This design comes from an exercise in tuning for small area on the open sky130 flow, not from production work.
At most, simulation tests tie the RTL to the original design; equivalence was not proved.

==> v1 <==
==> flow/design.v <==
module cmd_int(
input    wire        i_clk,
input    wire        i_rst,
input    wire        i_data_valid,
input    wire [7:0]  i_data,
output   reg         o_buff_en,
output   wire        o_data_valid,
output   wire [7:0]  o_data,
output   reg         o_srst,
output   reg         o_pgrm_icap,
output   wire [26:0] o_ddr_strt_addr,
output   wire [19:0] o_trans_len,
output   reg         o_load,
input    wire  [19:0]i_icap_clk_cnt,
input    wire  [19:0]i_total_clk_cnt,
input    wire        i_uart_tx_buffer_full,
input    wire        i_dma_done,
output   reg         o_pr_reset
);
function [3:0] cls;
  input [7:0] c;
  case (c)
    8'h31: cls = 4'd1;  
    8'h32: cls = 4'd2;  
    8'h41: cls = 4'd3;  
    8'h43: cls = 4'd4;  
    8'h44: cls = 4'd5;  
    8'h45: cls = 4'd6;  
    8'h49: cls = 4'd7;  
    8'h4C: cls = 4'd8;  
    8'h4D: cls = 4'd9;  
    8'h4E: cls = 4'd10;  
    8'h4F: cls = 4'd11;  
    8'h50: cls = 4'd12;  
    8'h52: cls = 4'd13;  
    8'h53: cls = 4'd14;  
    8'h54: cls = 4'd15;  
    default: cls = 4'd0;
  endcase
endfunction
function [5:0] ac_next;
  input [5:0] s;
  input [7:0] c;
  reg [3:0] cc;
  reg [5:0] x;
  begin
    cc = cls(c);
    x = 6'd0;
    if ((cc == 4'd1) & ((s == 6'd61) | (s == 6'd63))) x = x | 6'd1;  
    if ((cc == 4'd2) & ((s == 6'd61) | (s == 6'd63))) x = x | 6'd1;  
    if ((cc == 4'd3) & ((s[5:2] == 4'd14))) x = x | 6'd1;  
    if ((cc == 4'd4) & ((s[5:2] == 4'd10))) x = x | 6'd1;  
    if ((cc == 4'd4) & ((s == 6'd30))) x = x | 6'd2;  
    if ((cc == 4'd5) & ((s == 6'd13))) x = x | 6'd1;  
    if ((cc == 4'd5) & ((s == 6'd45))) x = x | 6'd2;  
    if ((cc == 4'd5) & ((s == 6'd46))) x = x | 6'd3;  
    if ((cc == 4'd6) & ((s == 6'd33))) x = x | 6'd1;  
    if ((cc == 4'd7) & ((s[5:2] == 4'd4))) x = x | 6'd1;  
    if ((cc == 4'd7) & ((s[5:2] == 4'd12))) x = x | 6'd2;  
    if ((cc == 4'd8) & ((s[5:2] == 4'd14))) x = x | 6'd1;  
    if ((cc == 4'd9) & ((s[5:2] == 4'd4))) x = x | 6'd1;  
    if ((cc == 4'd9) & ((s[5:2] == 4'd5))) x = x | 6'd2;  
    if ((cc == 4'd10) & ((s == 6'd29))) x = x | 6'd1;  
    if ((cc == 4'd10) & ((s == 6'd47))) x = x | 6'd2;  
    if ((cc == 4'd10) & ((s == 6'd25))) x = x | 6'd3;  
    if ((cc == 4'd11) & ((s == 6'd37))) x = x | 6'd1;  
    if ((cc == 4'd11) & ((s == 6'd38))) x = x | 6'd2;  
    if ((cc == 4'd11) & ((s == 6'd17))) x = x | 6'd3;  
    if ((cc == 4'd12) & ((s[5:2] == 4'd13) | (s == 6'd1))) x = x | 6'd1;  
    if ((cc == 4'd12) & ((s == 6'd18))) x = x | 6'd2;  
    if ((cc == 4'd13) & ((s == 6'd54))) x = x | 6'd53;  
    if ((cc == 4'd13) & ((s[5:2] == 4'd14))) x = x | 6'd1;  
    if ((cc == 4'd13) & ((s == 6'd49))) x = x | 6'd2;  
    if ((cc == 4'd13) & ((s == 6'd21))) x = x | 6'd3;  
    if ((cc == 4'd14) & ((s == 6'd1) | (s == 6'd52) | (s == 6'd54) | (s == 6'd55))) x = x | 6'd1;  
    if ((cc == 4'd14) & ((s == 6'd53))) x = x | 6'd2;  
    if ((cc == 4'd15) & ((s == 6'd57))) x = x | 6'd1;  
    if ((cc == 4'd15) & ((s == 6'd41))) x = x | 6'd2;  
    if ((cc == 4'd15) & ((s == 6'd58))) x = x | 6'd3;  
    ac_next = {cc, 2'd0} ^ x;
  end
endfunction
localparam [5:0] AC_CMOD = 6'd22;
localparam [5:0] AC_DMOD = 6'd23;
localparam [5:0] AC_SADR = 6'd55;
localparam [5:0] AC_SLEN = 6'd43;
localparam [5:0] AC_SRST = 6'd63;
localparam [5:0] AC_PICP = 6'd50;
localparam [5:0] AC_RST1 = 6'd5;
localparam [5:0] AC_RST2 = 6'd9;
localparam [5:0] AC_CINT = 6'd62;
localparam [5:0] AC_NCON = 6'd42;
localparam [5:0] AC_RPRR = 6'd1;
localparam [5:0] AC_ROOT = 6'd0;
localparam [5:0] AC_PEND = 6'd2;
localparam AC_W = 6;
localparam [3:0] CMOD = 4'd0, DMOD = 4'd1, SADR = 4'd2, SLEN = 4'd3, SRST = 4'd4,
                 PICP = 4'd5, RST1 = 4'd6, RST2 = 4'd7, CINT = 4'd8, START = 4'd9,
                 NCON = 4'd10, RPRR = 4'd11;
reg  [AC_W-1:0] ac;
reg  [3:0]  state;
reg  [4:0]  len_cnt;
reg         tx_valid;
reg         tx_bit;
reg  [1:0]  buff_wr_addr;
reg  [3:0]  sel;                     
reg         cur_sel;                 
reg  [7:0]  cnt0, cnt1, cnt2, cnt3;  
reg  [23:0] addr_reg;                
reg  [19:0] len_reg;                 
reg  [43:0] mem0, mem1, mem2, mem3;  
wire m_cmod   = (ac == AC_CMOD);
wire st_cmod  = (state == CMOD);
wire st_start = (state == START);
wire buff_wr_en = (state == DMOD) & (ac == AC_PEND);
wire [7:0] cnt_sel = ({8{sel[0]}} & cnt0) | ({8{sel[1]}} & cnt1) | ({8{sel[2]}} & cnt2) | ({8{sel[3]}} & cnt3);
wire [7:0] tx_data = st_cmod ? {cnt_sel[7:4] + 4'd3, cnt_sel[3:0]} : {7'b0011000, tx_bit};
assign o_data_valid = (state == DMOD) ? 1'b0 : i_data_valid | tx_valid;
assign o_data       = tx_valid ? tx_data : i_data;
wire [3:0]  rd_sel  = sel & {4{~cur_sel}};
wire [43:0] rd_data = ({44{rd_sel[0]}} & mem0) | ({44{rd_sel[1]}} & mem1) | ({44{rd_sel[2]}} & mem2) | ({44{rd_sel[3]}} & mem3);
wire [43:0] out_data = rd_data | ({44{cur_sel}} & {addr_reg, len_reg});
assign o_ddr_strt_addr = {3'b000, out_data[43:20]};
assign o_trans_len     = out_data[19:0];
wire [3:0] digit = (i_data < 8'd58) ? i_data[3:0] : i_data[3:0] + 4'd9;
wire [19:0] icap_rev  = {i_icap_clk_cnt[0], i_icap_clk_cnt[1], i_icap_clk_cnt[2], i_icap_clk_cnt[3], i_icap_clk_cnt[4], i_icap_clk_cnt[5], i_icap_clk_cnt[6], i_icap_clk_cnt[7], i_icap_clk_cnt[8], i_icap_clk_cnt[9], i_icap_clk_cnt[10], i_icap_clk_cnt[11], i_icap_clk_cnt[12], i_icap_clk_cnt[13], i_icap_clk_cnt[14], i_icap_clk_cnt[15], i_icap_clk_cnt[16], i_icap_clk_cnt[17], i_icap_clk_cnt[18], i_icap_clk_cnt[19]};
wire [19:0] total_rev = {i_total_clk_cnt[0], i_total_clk_cnt[1], i_total_clk_cnt[2], i_total_clk_cnt[3], i_total_clk_cnt[4], i_total_clk_cnt[5], i_total_clk_cnt[6], i_total_clk_cnt[7], i_total_clk_cnt[8], i_total_clk_cnt[9], i_total_clk_cnt[10], i_total_clk_cnt[11], i_total_clk_cnt[12], i_total_clk_cnt[13], i_total_clk_cnt[14], i_total_clk_cnt[15], i_total_clk_cnt[16], i_total_clk_cnt[17], i_total_clk_cnt[18], i_total_clk_cnt[19]};
wire       rst_bit = (state == RST1) ? icap_rev[len_cnt] : total_rev[len_cnt];
always @(posedge i_clk) begin
    if (i_rst)
        ac <= AC_ROOT;
    else if (st_cmod & ((ac == AC_DMOD) | (ac == AC_PICP) | (ac == AC_RST1) | (ac == AC_RST2) | (ac == AC_CINT)))
        ac <= AC_PEND;
    else if (ac == AC_PEND)
        ac <= AC_ROOT;
    else if (i_data_valid)
        ac <= ac_next(ac, i_data);
end
always @(posedge i_clk) begin
    cur_sel <= i_rst | ~((state == CINT) & i_data_valid);
    sel <= {4{((state == CINT) | (state == NCON)) & i_data_valid}} &
           {i_data[1:0] == 2'd3, i_data[1:0] == 2'd2, i_data[1:0] == 2'd1, i_data[1:0] == 2'd0};
    tx_bit  <= rst_bit;    
end
always @(posedge i_clk) begin
    if (~i_rst & (state == SADR) & i_data_valid) begin
        case (len_cnt[2:0])
            3'd0: addr_reg[23:20] <= digit;
            3'd1: addr_reg[19:16] <= digit;
            3'd2: addr_reg[15:12] <= digit;
            3'd3: addr_reg[11:8]  <= digit;
            3'd4: addr_reg[7:4]   <= digit;
            default: addr_reg[3:0] <= digit;
        endcase
    end
    if (~i_rst & (state == SLEN) & i_data_valid) begin
        case (len_cnt[2:0])
            3'd1: len_reg[19:16] <= digit;
            3'd2: len_reg[15:12] <= digit;
            3'd3: len_reg[11:8]  <= digit;
            3'd4: len_reg[7:4]   <= digit;
            3'd5: len_reg[3:0]   <= digit;
            default: ;
        endcase
    end
    if (buff_wr_en) begin
        case (buff_wr_addr)
            2'd0: mem0 <= {addr_reg, len_reg};
            2'd1: mem1 <= {addr_reg, len_reg};
            2'd2: mem2 <= {addr_reg, len_reg};
            default: mem3 <= {addr_reg, len_reg};
        endcase
    end
end
wire [7:0] cnt_d  = (cnt_sel + 8'd1) & {8{~i_rst}};
wire [3:0] cnt_we = {4{i_rst}} | ({4{st_start}} & sel);
always @(posedge i_clk) begin
    if (cnt_we[0]) cnt0 <= cnt_d;
    if (cnt_we[1]) cnt1 <= cnt_d;
    if (cnt_we[2]) cnt2 <= cnt_d;
    if (cnt_we[3]) cnt3 <= cnt_d;
end
always @(posedge i_clk) begin
    if (i_rst) begin
        state        <= CMOD;
        o_buff_en    <= 1'b0;
        len_cnt      <= 5'd0;
        o_srst       <= 1'b0;
        o_pgrm_icap  <= 1'b0;
        o_load       <= 1'b0;
        tx_valid     <= 1'b0;
        buff_wr_addr <= 2'b00;
        o_pr_reset   <= 1'b0;
    end else begin
        case (state)
            CMOD: begin
                o_buff_en   <= 1'b0;
                o_srst      <= 1'b0;
                o_pgrm_icap <= 1'b0;
                o_load      <= 1'b0;
                len_cnt     <= 5'd0;
                tx_valid    <= 1'b0;
                case (ac)
                    AC_DMOD: state <= DMOD;
                    AC_SADR: state <= SADR;
                    AC_SLEN: state <= SLEN;
                    AC_SRST: state <= SRST;
                    AC_PICP: begin state <= PICP; o_pgrm_icap <= 1'b1; end
                    AC_RST1: state <= RST1;
                    AC_RST2: state <= RST2;
                    AC_CINT: state <= CINT;
                    AC_NCON: state <= NCON;
                    AC_RPRR: state <= RPRR;
                    default: ;
                endcase
            end
            DMOD: begin
                if (m_cmod) begin
                    state        <= CMOD;
                    buff_wr_addr <= buff_wr_addr + 2'd1;
                end
                o_buff_en <= 1'b1;
            end
            SADR, SLEN: begin
                if (i_data_valid) begin
                    len_cnt <= len_cnt + 5'd1;
                    if (len_cnt == 5'd5) begin
                        state  <= CMOD;
                        o_load <= 1'b1;
                    end
                end
            end
            SRST: begin
                if (m_cmod) state <= CMOD;
                o_srst <= ~m_cmod;
            end
            RPRR: begin
                if (m_cmod) state <= CMOD;
                o_pr_reset <= ~m_cmod;
            end
            PICP: begin
                o_pgrm_icap <= 1'b0;
                if (i_dma_done) state <= CMOD;
            end
            RST1, RST2: begin
                if (~i_uart_tx_buffer_full & (len_cnt != 5'd20)) begin
                    len_cnt  <= len_cnt + 5'd1;
                    tx_valid <= 1'b1;
                end else
                    tx_valid <= 1'b0;
                if (len_cnt == 5'd20) state <= CMOD;
            end
            CINT: begin
                if (i_data_valid) begin
                    o_load <= 1'b1;
                    state  <= START;
                end
            end
            START: begin
                o_pgrm_icap <= 1'b1;
                o_load      <= 1'b0;
                state       <= PICP;
            end
            NCON: begin
                if (i_data_valid) begin
                    tx_valid <= 1'b1;
                    state    <= CMOD;
                end
            end
            default: ;
        endcase
    end
end
endmodule
==> flow/flow/run.sh <==
#!/bin/bash
# Own layout flow: the standard ORFS flow (standard.sh, unchanged synthesis),
# with two layout settings that ORFS reads from the environment:
#  - the port buffers that buffer_ports inserts use the smallest buffer cell
#    (every input and output port still gets its own buffer);
#  - clock tree synthesis without dummy loads, with the clustering given below.
set -euo pipefail
export BUFFER_PORTS_ARGS="-buffer_cell sky130_fd_sc_hd__buf_1"
export CTS_ARGS="-sink_clustering_enable -repair_clock_nets -dont_use_dummy_load -buf_list sky130_fd_sc_hd__clkbuf_4 -sink_clustering_buffer sky130_fd_sc_hd__clkbuf_4 -tree_buf sky130_fd_sc_hd__clkbuf_8 -sink_clustering_size 12 -sink_clustering_max_diameter 40"
bash standard.sh finish > flow_standard.log 2>&1
==> flow/standard.sh <==
#!/bin/bash
# synth_recipe.tcl (not shown) runs the flow's synth.tcl, then flattens the netlist and writes it again
# the make line also repeats each setting of config.mk as NAME=value (left out here)
make -C /OpenROAD-flow-scripts/flow DESIGN_CONFIG=/design/flow/config.mk WORK_HOME=/design/flow/orfs CLKGATE_MAP_FILE= SYNTH_SCRIPT=/design/flow/synth_recipe.tcl "${@:-finish}"
==> flow/config.mk <==
export PLATFORM = sky130hd
export DESIGN_NAME = cmd_int
export DESIGN_NICKNAME = cmd_int
export VERILOG_FILES = /design/flow/design.v
export SDC_FILE = /design/flow/constraint.sdc
export NUM_CORES = 8
export LEC_CHECK = 0
export CAP_MARGIN = 20
export CORE_MARGIN = 2
export CORE_UTILIZATION = 70
export PLACE_DENSITY = 0.8
export SLEW_MARGIN = 20
==> flow/constraint.sdc <==
create_clock -name core_clock -period 5.0 [get_ports {i_clk}]
set_input_delay 1.0000 -clock core_clock [delete_from_list [all_inputs] [get_ports {i_clk}]]
set_output_delay 1.0000 -clock core_clock [all_outputs]
set_load 0.01 [all_outputs]
==> v39 (differences from v1) <==
--- a/flow/design.v
+++ b/flow/design.v
@@ -93,18 +93,16 @@
 localparam [5:0] AC_RPRR = 6'd1;
 localparam [5:0] AC_ROOT = 6'd0;
 localparam [5:0] AC_PEND = 6'd2;
-localparam AC_W = 6;
 localparam [3:0] CMOD = 4'd0, DMOD = 4'd1, SADR = 4'd2, SLEN = 4'd3, SRST = 4'd4,
                  PICP = 4'd5, RST1 = 4'd6, RST2 = 4'd7, CINT = 4'd8, START = 4'd9,
                  NCON = 4'd10, RPRR = 4'd11;
-reg  [AC_W-1:0] ac;
+reg  [$bits(AC_ROOT)-1:0] ac;
 reg  [3:0]  state;
 reg  [4:0]  len_cnt;
 reg         tx_valid;
 reg         tx_bit;
 reg  [1:0]  buff_wr_addr;
 reg  [3:0]  sel;                     
-reg         cur_sel;                 
 reg  [7:0]  cnt0, cnt1, cnt2, cnt3;  
 reg  [23:0] addr_reg;                
 reg  [19:0] len_reg;                 
@@ -117,15 +115,12 @@
 wire [7:0] tx_data = st_cmod ? {cnt_sel[7:4] + 4'd3, cnt_sel[3:0]} : {7'b0011000, tx_bit};
 assign o_data_valid = (state == DMOD) ? 1'b0 : i_data_valid | tx_valid;
 assign o_data       = tx_valid ? tx_data : i_data;
-wire [3:0]  rd_sel  = sel & {4{~cur_sel}};
-wire [43:0] rd_data = ({44{rd_sel[0]}} & mem0) | ({44{rd_sel[1]}} & mem1) | ({44{rd_sel[2]}} & mem2) | ({44{rd_sel[3]}} & mem3);
-wire [43:0] out_data = rd_data | ({44{cur_sel}} & {addr_reg, len_reg});
+wire [43:0] rd_data = ({44{sel[0]}} & mem0) | ({44{sel[1]}} & mem1) | ({44{sel[2]}} & mem2) | ({44{sel[3]}} & mem3);
+wire [43:0] out_data = st_start ? rd_data : {addr_reg, len_reg};
 assign o_ddr_strt_addr = {3'b000, out_data[43:20]};
 assign o_trans_len     = out_data[19:0];
 wire [3:0] digit = (i_data < 8'd58) ? i_data[3:0] : i_data[3:0] + 4'd9;
-wire [19:0] icap_rev  = {i_icap_clk_cnt[0], i_icap_clk_cnt[1], i_icap_clk_cnt[2], i_icap_clk_cnt[3], i_icap_clk_cnt[4], i_icap_clk_cnt[5], i_icap_clk_cnt[6], i_icap_clk_cnt[7], i_icap_clk_cnt[8], i_icap_clk_cnt[9], i_icap_clk_cnt[10], i_icap_clk_cnt[11], i_icap_clk_cnt[12], i_icap_clk_cnt[13], i_icap_clk_cnt[14], i_icap_clk_cnt[15], i_icap_clk_cnt[16], i_icap_clk_cnt[17], i_icap_clk_cnt[18], i_icap_clk_cnt[19]};
-wire [19:0] total_rev = {i_total_clk_cnt[0], i_total_clk_cnt[1], i_total_clk_cnt[2], i_total_clk_cnt[3], i_total_clk_cnt[4], i_total_clk_cnt[5], i_total_clk_cnt[6], i_total_clk_cnt[7], i_total_clk_cnt[8], i_total_clk_cnt[9], i_total_clk_cnt[10], i_total_clk_cnt[11], i_total_clk_cnt[12], i_total_clk_cnt[13], i_total_clk_cnt[14], i_total_clk_cnt[15], i_total_clk_cnt[16], i_total_clk_cnt[17], i_total_clk_cnt[18], i_total_clk_cnt[19]};
-wire       rst_bit = (state == RST1) ? icap_rev[len_cnt] : total_rev[len_cnt];
+wire       rst_bit = (state == RST1) ? i_icap_clk_cnt[len_cnt] : i_total_clk_cnt[len_cnt];
 always @(posedge i_clk) begin
     if (i_rst)
         ac <= AC_ROOT;
@@ -136,12 +131,9 @@
     else if (i_data_valid)
         ac <= ac_next(ac, i_data);
 end
-always @(posedge i_clk) begin
-    cur_sel <= i_rst | ~((state == CINT) & i_data_valid);
+always @(posedge i_clk)
     sel <= {4{((state == CINT) | (state == NCON)) & i_data_valid}} &
            {i_data[1:0] == 2'd3, i_data[1:0] == 2'd2, i_data[1:0] == 2'd1, i_data[1:0] == 2'd0};
-    tx_bit  <= rst_bit;    
-end
 always @(posedge i_clk) begin
     if (~i_rst & (state == SADR) & i_data_valid) begin
         case (len_cnt[2:0])
@@ -172,13 +164,16 @@
         endcase
     end
 end
-wire [7:0] cnt_d  = (cnt_sel + 8'd1) & {8{~i_rst}};
-wire [3:0] cnt_we = {4{i_rst}} | ({4{st_start}} & sel);
-always @(posedge i_clk) begin
-    if (cnt_we[0]) cnt0 <= cnt_d;
-    if (cnt_we[1]) cnt1 <= cnt_d;
-    if (cnt_we[2]) cnt2 <= cnt_d;
-    if (cnt_we[3]) cnt3 <= cnt_d;
+wire [7:0] cnt_inc = cnt_sel + 8'd1;
+always @(posedge i_clk) begin
+    if (i_rst) begin
+        cnt0 <= 8'd0; cnt1 <= 8'd0; cnt2 <= 8'd0; cnt3 <= 8'd0;
+    end else if (st_start) begin
+        if (sel[0]) cnt0 <= cnt_inc;
+        if (sel[1]) cnt1 <= cnt_inc;
+        if (sel[2]) cnt2 <= cnt_inc;
+        if (sel[3]) cnt3 <= cnt_inc;
+    end
 end
 always @(posedge i_clk) begin
     if (i_rst) begin
@@ -206,8 +201,8 @@
                     AC_SLEN: state <= SLEN;
                     AC_SRST: state <= SRST;
                     AC_PICP: begin state <= PICP; o_pgrm_icap <= 1'b1; end
-                    AC_RST1: state <= RST1;
-                    AC_RST2: state <= RST2;
+                    AC_RST1: begin state <= RST1; len_cnt <= 5'd19; end
+                    AC_RST2: begin state <= RST2; len_cnt <= 5'd19; end
                     AC_CINT: state <= CINT;
                     AC_NCON: state <= NCON;
                     AC_RPRR: state <= RPRR;
@@ -243,12 +238,13 @@
                 if (i_dma_done) state <= CMOD;
             end
             RST1, RST2: begin
-                if (~i_uart_tx_buffer_full & (len_cnt != 5'd20)) begin
-                    len_cnt  <= len_cnt + 5'd1;
+                if (~i_uart_tx_buffer_full & (len_cnt != 5'd31)) begin
+                    tx_bit   <= rst_bit;
+                    len_cnt  <= len_cnt - 5'd1;
                     tx_valid <= 1'b1;
                 end else
                     tx_valid <= 1'b0;
-                if (len_cnt == 5'd20) state <= CMOD;
+                if (len_cnt == 5'd31) state <= CMOD;
             end
             CINT: begin
                 if (i_data_valid) begin
==> flow/run.sh (new file) <==
#!/bin/bash
# synth_recipe.tcl (not shown) runs the flow's synth.tcl, then flattens the netlist and writes it again
# the make line also repeats each setting of config.mk as NAME=value (left out here)
make -C /OpenROAD-flow-scripts/flow DESIGN_CONFIG=/design/flow/config.mk WORK_HOME=/design/flow/orfs CLKGATE_MAP_FILE= SYNTH_SCRIPT=/design/flow/synth_recipe.tcl finish
CORE_UTILIZATION = 40   (was 70)
CTS_BUF_LIST = sky130_fd_sc_hd__clkbuf_16   (was not set)
CTS_CLUSTER_DIAMETER = 60   (was not set)
CTS_CLUSTER_SIZE = 25   (was not set)
PLACE_DENSITY = not set   (was 0.8)
removed: flow/flow/run.sh
removed: flow/standard.sh
==> v23 (differences from v1) <==
==> flow/flow/run.sh (replaced) <==
#!/bin/bash
# Own layout flow: the standard ORFS flow (standard.sh, unchanged synthesis),
# with two layout settings that ORFS reads from the environment:
#  - the port buffers that buffer_ports inserts use the smallest buffer cell
#    (every input and output port still gets its own buffer);
#  - clock tree synthesis without dummy loads, with the clustering given below.
set -euo pipefail
export BUFFER_PORTS_ARGS="-buffer_cell sky130_fd_sc_hd__buf_1"
export CTS_ARGS="-sink_clustering_enable -repair_clock_nets -dont_use_dummy_load -buf_list sky130_fd_sc_hd__clkbuf_16 -sink_clustering_size 30 -sink_clustering_max_diameter 35"
bash standard.sh finish > flow_standard.log 2>&1
==> v15 (differences from v1) <==
--- a/flow/design.v
+++ b/flow/design.v
@@ -104,7 +104,6 @@
 reg         tx_bit;
 reg  [1:0]  buff_wr_addr;
 reg  [3:0]  sel;                     
-reg         cur_sel;                 
 reg  [7:0]  cnt0, cnt1, cnt2, cnt3;  
 reg  [23:0] addr_reg;                
 reg  [19:0] len_reg;                 
@@ -117,9 +116,8 @@
 wire [7:0] tx_data = st_cmod ? {cnt_sel[7:4] + 4'd3, cnt_sel[3:0]} : {7'b0011000, tx_bit};
 assign o_data_valid = (state == DMOD) ? 1'b0 : i_data_valid | tx_valid;
 assign o_data       = tx_valid ? tx_data : i_data;
-wire [3:0]  rd_sel  = sel & {4{~cur_sel}};
-wire [43:0] rd_data = ({44{rd_sel[0]}} & mem0) | ({44{rd_sel[1]}} & mem1) | ({44{rd_sel[2]}} & mem2) | ({44{rd_sel[3]}} & mem3);
-wire [43:0] out_data = rd_data | ({44{cur_sel}} & {addr_reg, len_reg});
+wire [43:0] rd_data = ({44{sel[0]}} & mem0) | ({44{sel[1]}} & mem1) | ({44{sel[2]}} & mem2) | ({44{sel[3]}} & mem3);
+wire [43:0] out_data = st_start ? rd_data : {addr_reg, len_reg};
 assign o_ddr_strt_addr = {3'b000, out_data[43:20]};
 assign o_trans_len     = out_data[19:0];
 wire [3:0] digit = (i_data < 8'd58) ? i_data[3:0] : i_data[3:0] + 4'd9;
@@ -136,12 +134,9 @@
     else if (i_data_valid)
         ac <= ac_next(ac, i_data);
 end
-always @(posedge i_clk) begin
-    cur_sel <= i_rst | ~((state == CINT) & i_data_valid);
+always @(posedge i_clk)
     sel <= {4{((state == CINT) | (state == NCON)) & i_data_valid}} &
            {i_data[1:0] == 2'd3, i_data[1:0] == 2'd2, i_data[1:0] == 2'd1, i_data[1:0] == 2'd0};
-    tx_bit  <= rst_bit;    
-end
 always @(posedge i_clk) begin
     if (~i_rst & (state == SADR) & i_data_valid) begin
         case (len_cnt[2:0])
@@ -244,6 +239,7 @@
             end
             RST1, RST2: begin
                 if (~i_uart_tx_buffer_full & (len_cnt != 5'd20)) begin
+                    tx_bit   <= rst_bit;
                     len_cnt  <= len_cnt + 5'd1;
                     tx_valid <= 1'b1;
                 end else
==> flow/flow/run.sh (replaced) <==
#!/bin/bash
# Own layout flow: the standard ORFS flow (standard.sh, unchanged synthesis),
# with two layout settings that ORFS reads from the environment:
#  - the port buffers that buffer_ports inserts use the smallest buffer cell
#    (every input and output port still gets its own buffer);
#  - clock tree synthesis without dummy loads, with the clustering given below.
set -euo pipefail
export BUFFER_PORTS_ARGS="-buffer_cell sky130_fd_sc_hd__buf_1"
export CTS_ARGS="-sink_clustering_enable -repair_clock_nets -dont_use_dummy_load -buf_list sky130_fd_sc_hd__clkbuf_8 -sink_clustering_size 14 -sink_clustering_max_diameter 40"
bash standard.sh finish > flow_standard.log 2>&1
CORE_UTILIZATION = 60   (was 70)
PLACE_DENSITY = 0.7   (was 0.8)
==> out/results.tsv <==
stage	metric	value	unit
layout	area_delta_synth_final	6.35	%
route	drt_first_iter_violations	846	
layout	area_share_nonclk_buffers	0.0411	
power_and_ir_drop	power.total	3.85	mW
place	dpl_cell_area	12900	µm²
critical_path	r2r-end	mem2[43]$_DFFE_PP_	
outcome	status	timing/DRC/antenna clean	
synthesis	synth_seq_area_share	0.659	
power_and_ir_drop	powerSeq	2.62	mW
(the above is from v1)
==> out/results.tsv <==
stage	metric	value	unit
outcome	status	timing/DRC/antenna clean	
critical_path	r2r-end	tx_bit$_DFFE_PP_	
power_and_ir_drop	powerSeq	2.62	mW
layout	area_delta_synth_final	17.0	%
power_and_ir_drop	power.total	5.16	mW
layout	seq_cells	280	
layout	area_share_nonclk_buffers	0.0842	
synthesis	synth_seq_area_share	0.620	
(the above is from v39)
==> out/results.tsv <==
stage	metric	value	unit
outcome	status	timing/DRC/antenna clean	
critical_path	r2r-end	mem2[22]$_DFFE_PP_	
layout	area_delta_synth_final	12.0	%
power_and_ir_drop	powerSeq	2.63	mW
place	dpl_cell_area	12900	µm²
synthesis	synth_seq_area_share	0.659	
(the above is from v23)
==> out/results.tsv <==
stage	metric	value	unit
outcome	status	timing/DRC/antenna clean	
power_and_ir_drop	powerSeq	2.64	mW
layout	area_delta_synth_final	8.46	%
layout	area_share_nonclk_buffers	0.0400	
power_and_ir_drop	power.total	4.34	mW
synthesis	synth_seq_area_share	0.656	
(the above is from v15)
Only the layout flow was run in v39; the RTL was not checked for function there.

==> re-timing with driven ports <==
In the flow no input, the clock included, has a driving cell. The finished layouts below were timed again as built, in two steps. Step 1 (the two cells are an assumption about what drives the block):
set clk [get_ports {i_clk}]
set_driving_cell -lib_cell sky130_fd_sc_hd__clkbuf_16 $clk
set_driving_cell -lib_cell sky130_fd_sc_hd__buf_2 [delete_from_list [all_inputs] $clk]
Step 2 times the ports against the registers' clock, not the clock port: input delays grow and output delays shrink by t, the midpoint of the rising clock arrivals with the driver on. a / b / c = ideal ports / drivers / drivers and shift; a / b = the first two.
run | shift t [ns] | setup WS [ns] | clock arrival spread, ns | slew at the worst register clock pin (ns)
v1 | 0.684 | 1.184 / 1.149 / 1.430 | 0.064 / 0.063 | 0.12 / 0.12
v39 | 0.571 | 0.699 / 0.649 / 1.111 | 0.028 / 0.029 | 0.09 / 0.09
v23 | 0.532 | 1.300 / 1.257 / 1.258 | 0.081 / 0.082 | 0.08 / 0.08
v15 | 0.576 | 0.985 / 0.948 / 1.335 | 0.066 / 0.065 | 0.09 / 0.09
After both steps setup and hold are still met in every run listed. The setup slack of v23, which loses most, moves by -0.043 ns with the drivers and by -0.042 ns with both steps.
